Source: an optimization exercise on an open RTL-to-GDS flow (aim: small area, a short achievable clock period and few clock cycles). Production flows keep margins and buffers that such runs may drop. The RTL was checked by simulation tests, not by an equivalence proof against the original design.

## job 101
// geofence
module geofence ( clk,reset,X,Y,valid,is_inside);
input clk;
input reset;
input [9:0] X;
input [9:0] Y;
output valid;
output is_inside;
reg [3:0] cnt;
reg [9:0] ox, oy;
reg v_sx, v_sy, a_sx, a_sy, b_sx, b_sy;
reg [9:0] v_mx, v_my, a_mx, a_my, b_mx, b_my;
reg [11:0] v_3x, v_3y;
reg ins_r;
wire le1, eq1, le2, eq2;
xcmp u_x1(.am(a_mx), .vm(v_my), .v3m(v_3y), .an(a_my), .vn(v_mx), .v3n(v_3x), .le(le1), .eq(eq1));
xcmp u_x2(.am(b_mx), .vm(v_my), .v3m(v_3y), .an(b_my), .vn(v_mx), .v3n(v_3x), .le(le2), .eq(eq2));
function [1:0] cross_sign;
    input p_sx, p_sy;
    input [9:0] p_mx, p_my;
    input q_sx, q_sy;
    input [9:0] q_mx, q_my;
    input le, eq;
    reg sp, sq, zp, zq;
    begin
        sp = p_sx ^ q_sy;
        sq = p_sy ^ q_sx;
        zp = (p_mx == 10'd0) || (q_my == 10'd0);
        zq = (p_my == 10'd0) || (q_mx == 10'd0);
        case ({sp, sq})
            2'b00: cross_sign = {le && !eq, eq};
            2'b11: cross_sign = {!le, eq};
            2'b01: cross_sign = {1'b0, zp && zq};
            2'b10: cross_sign = {!(zp && zq), zp && zq};
        endcase
    end
endfunction
wire [1:0] c1 = cross_sign(a_sx, a_sy, a_mx, a_my, v_sx, v_sy, v_mx, v_my, le1, eq1);
wire [1:0] c2 = cross_sign(b_sx, b_sy, b_mx, b_my, v_sx, v_sy, v_mx, v_my, le2, eq2);
wire s1n = c1[1], s1z = c1[0];
wire s2n = c2[1], s2z = c2[0];
wire s1p = !s1n && !s1z;
wire s2p = !s2n && !s2z;
wire same = (a_sx == v_sx && a_mx != 10'd0 && v_mx != 10'd0) ||
  ...
For scale: ~1200 cells after synthesis, roughly 24 I/O pins, about 0.013 sq mm of cells after synthesis.
export LEC_CHECK = 0
export CAP_MARGIN = 20
export CORE_MARGIN = 2
export CORE_UTILIZATION = 40
export CTS_BUF_LIST = sky130_fd_sc_hd__clkbuf_4 sky130_fd_sc_hd__clkbuf_8
export SLEW_MARGIN = 20
export SYNTH_HIERARCHICAL = 1
export SYNTH_MINIMUM_KEEP_SIZE = 0
create_clock -name core_clock -period 13.0 [get_ports {clk}]
standard.sh (not shown) runs the stock make flow with config.mk's settings and CLKGATE_MAP_FILE= SYNTH_SCRIPT=/design/flow/synth_recipe.tcl, a recipe that flattens the netlist after the stock synthesis.
==> flow/flow/run.sh <==
#!/bin/bash
# The standard layout (standard.sh, ORFS's own steps), with two changes made
# through make variables, one per line in flow/make_args.txt:
#  - ORFS's timing repair aims for a setup slack of SETUP_SLACK_MARGIN ns,
#    i.e. a shorter period than the constraint's, instead of the default 0;
#  - the port buffers that ORFS inserts are a plain buffer cell instead of the
#    delay cell buffer_ports picks by itself.
set -euo pipefail
mapfile -t ARGS < flow/make_args.txt
bash standard.sh "${ARGS[@]}" finish > make_finish.log 2>&1
==> flow/flow/make_args.txt <==
SETUP_SLACK_MARGIN=7.0
PLACE_DENSITY=0.5
BUFFER_PORTS_ARGS=-buffer_cell sky130_fd_sc_hd__buf_2
Every stage of the flow completed for job 101, and the final layout passed the timing, DRC and antenna checks.
Testbench counts of job 101, summed over its fixed seeds: cycles 21,600.
Modified inputs, job 102 compared to job 101
# job 101
export LEC_CHECK = 0
export CAP_MARGIN = 20
export CORE_MARGIN = 2
export CORE_UTILIZATION = 40
export CTS_BUF_LIST = sky130_fd_sc_hd__clkbuf_4 sky130_fd_sc_hd__clkbuf_8
export SLEW_MARGIN = 20
export SYNTH_HIERARCHICAL = 1
export SYNTH_MINIMUM_KEEP_SIZE = 0
create_clock -name core_clock -period 13.0 [get_ports {clk}]
# job 102
export LEC_CHECK = 0
export CAP_MARGIN = 20
export CORE_MARGIN = 2
export CORE_UTILIZATION = 65
export CTS_BUF_LIST = sky130_fd_sc_hd__clkbuf_4 sky130_fd_sc_hd__clkbuf_8
export SLEW_MARGIN = 20
export SYNTH_HIERARCHICAL = 1
export SYNTH_MINIMUM_KEEP_SIZE = 0
create_clock -name core_clock -period 13.0 [get_ports {clk}]
==> flow/flow/make_args.txt <==
SETUP_SLACK_MARGIN=7.0
PLACE_DENSITY=0.72
BUFFER_PORTS_ARGS=-buffer_cell sky130_fd_sc_hd__buf_2
--- outcome ---
- Minimum period implied by the final worst setup slack deteriorates in job 102 relative to job 101.
- Job 102 — total buffers and inverters traversed by the critical path 1 higher, job 101 as reference
- Taking job 101 as the reference point, the utilization of the core after routing of job 102 rises by 27 points.
- The non-clock buffer count in job 102 was lower than what job 101 gave.
Setup changes, job 102 to job 103
# job 102
export LEC_CHECK = 0
export CAP_MARGIN = 20
export CORE_MARGIN = 2
export CORE_UTILIZATION = 65
export CTS_BUF_LIST = sky130_fd_sc_hd__clkbuf_4 sky130_fd_sc_hd__clkbuf_8
export SLEW_MARGIN = 20
export SYNTH_HIERARCHICAL = 1
export SYNTH_MINIMUM_KEEP_SIZE = 0
create_clock -name core_clock -period 13.0 [get_ports {clk}]
# job 103
export LEC_CHECK = 0
export CAP_MARGIN = 20
export CORE_MARGIN = 2
export CORE_UTILIZATION = 40
export CTS_BUF_LIST = sky130_fd_sc_hd__clkbuf_4 sky130_fd_sc_hd__clkbuf_8
export SLEW_MARGIN = 20
export SYNTH_HIERARCHICAL = 1
export SYNTH_MINIMUM_KEEP_SIZE = 0
create_clock -name core_clock -period 13.0 [get_ports {clk}]
==> flow/flow/make_args.txt <==
SETUP_SLACK_MARGIN=6.5
PLACE_DENSITY=0.5
BUFFER_PORTS_ARGS=-buffer_cell sky130_fd_sc_hd__buf_2
--- outcome ---
Compared with job 102, in job 103 cell area shrank by 0.40%; worst reg-to-reg setup slack shrank by 0.22 ns; global routing usage on met1 shrank by 12 points; shortest period the worst path allows grew by 0.22 ns. After detailed routing, job 102 needs less wire than job 103. Going from job 102 to job 103, area of the multi-input gates shrank by a few percent. From job 102 to job 103 the numbers moved as follows: final design utilization saw a decrease, count of clock-net buffers in the final layout +3.
--- input diff job 103..job 104 ---
# job 103
export LEC_CHECK = 0
export CAP_MARGIN = 20
export CORE_MARGIN = 2
export CORE_UTILIZATION = 40
export CTS_BUF_LIST = sky130_fd_sc_hd__clkbuf_4 sky130_fd_sc_hd__clkbuf_8
export SLEW_MARGIN = 20
export SYNTH_HIERARCHICAL = 1
export SYNTH_MINIMUM_KEEP_SIZE = 0
create_clock -name core_clock -period 13.0 [get_ports {clk}]
# job 104
export LEC_CHECK = 0
export CAP_MARGIN = 20
export CORE_MARGIN = 2
export CORE_UTILIZATION = 55
export CTS_BUF_LIST = sky130_fd_sc_hd__clkbuf_4 sky130_fd_sc_hd__clkbuf_8
export SLEW_MARGIN = 20
export SYNTH_HIERARCHICAL = 1
export SYNTH_MINIMUM_KEEP_SIZE = 0
create_clock -name core_clock -period 13.0 [get_ports {clk}]
==> flow/flow/make_args.txt <==
SETUP_SLACK_MARGIN=6.75
PLACE_DENSITY=0.62
BUFFER_PORTS_ARGS=-buffer_cell sky130_fd_sc_hd__buf_2
Findings:
- On final design area excluding fillers: job 104 sits below job 103.
- Job 103 -> job 104: final cell count decreased by a little under 10%
- Routed wire length sits lower in job 104 than in job 103.
- Job 104 has more setup slack than job 103.
- Data arrival time of the worst path: job 104 and job 103 compared, lower one is job 104
- Diff job 103 -> job 104 | detailed-route wire length on metal 1 | down by more than 10%

re-timing with driven ports:
No port has a modelled driver above. Below, the same layouts with a new extraction and two added sets of constraints.
Step 1: set_driving_cell puts a clkbuf_16 on clk and a buf_2 on each other input, an assumption about the parent block.
Step 2, shift: input delay + t, output delay - t, t = (earliest + latest rising clock arrival at the registers) / 2. This alone moves slack from input paths to output paths.
Slacks: ideal / step 1 / step 2; pairs: ideal / step 1.
run	t (ns)	setup slack, ns	hold WS [ns]	worst register clock-pin slew, ns	pins driven straight from the clock port
job 101	0.471	7.168 / 7.168 / 6.825	0.486 / 0.486 / 0.486	0.09 / 0.09	1
job 102	0.463	7.069 / 7.069 / 6.742	0.492 / 0.492 / 0.492	0.08 / 0.08	1
job 103	0.471	6.852 / 6.852 / 6.638	0.485 / 0.485 / 0.485	0.08 / 0.08	1
job 104	0.475	6.935 / 6.935 / 6.672	0.496 / 0.496 / 0.496	0.08 / 0.08	1
After both steps every run listed still meets setup and hold. The setup slack of job 101, which loses most, moves by 0.000 ns with the drivers and by -0.343 ns with both steps.
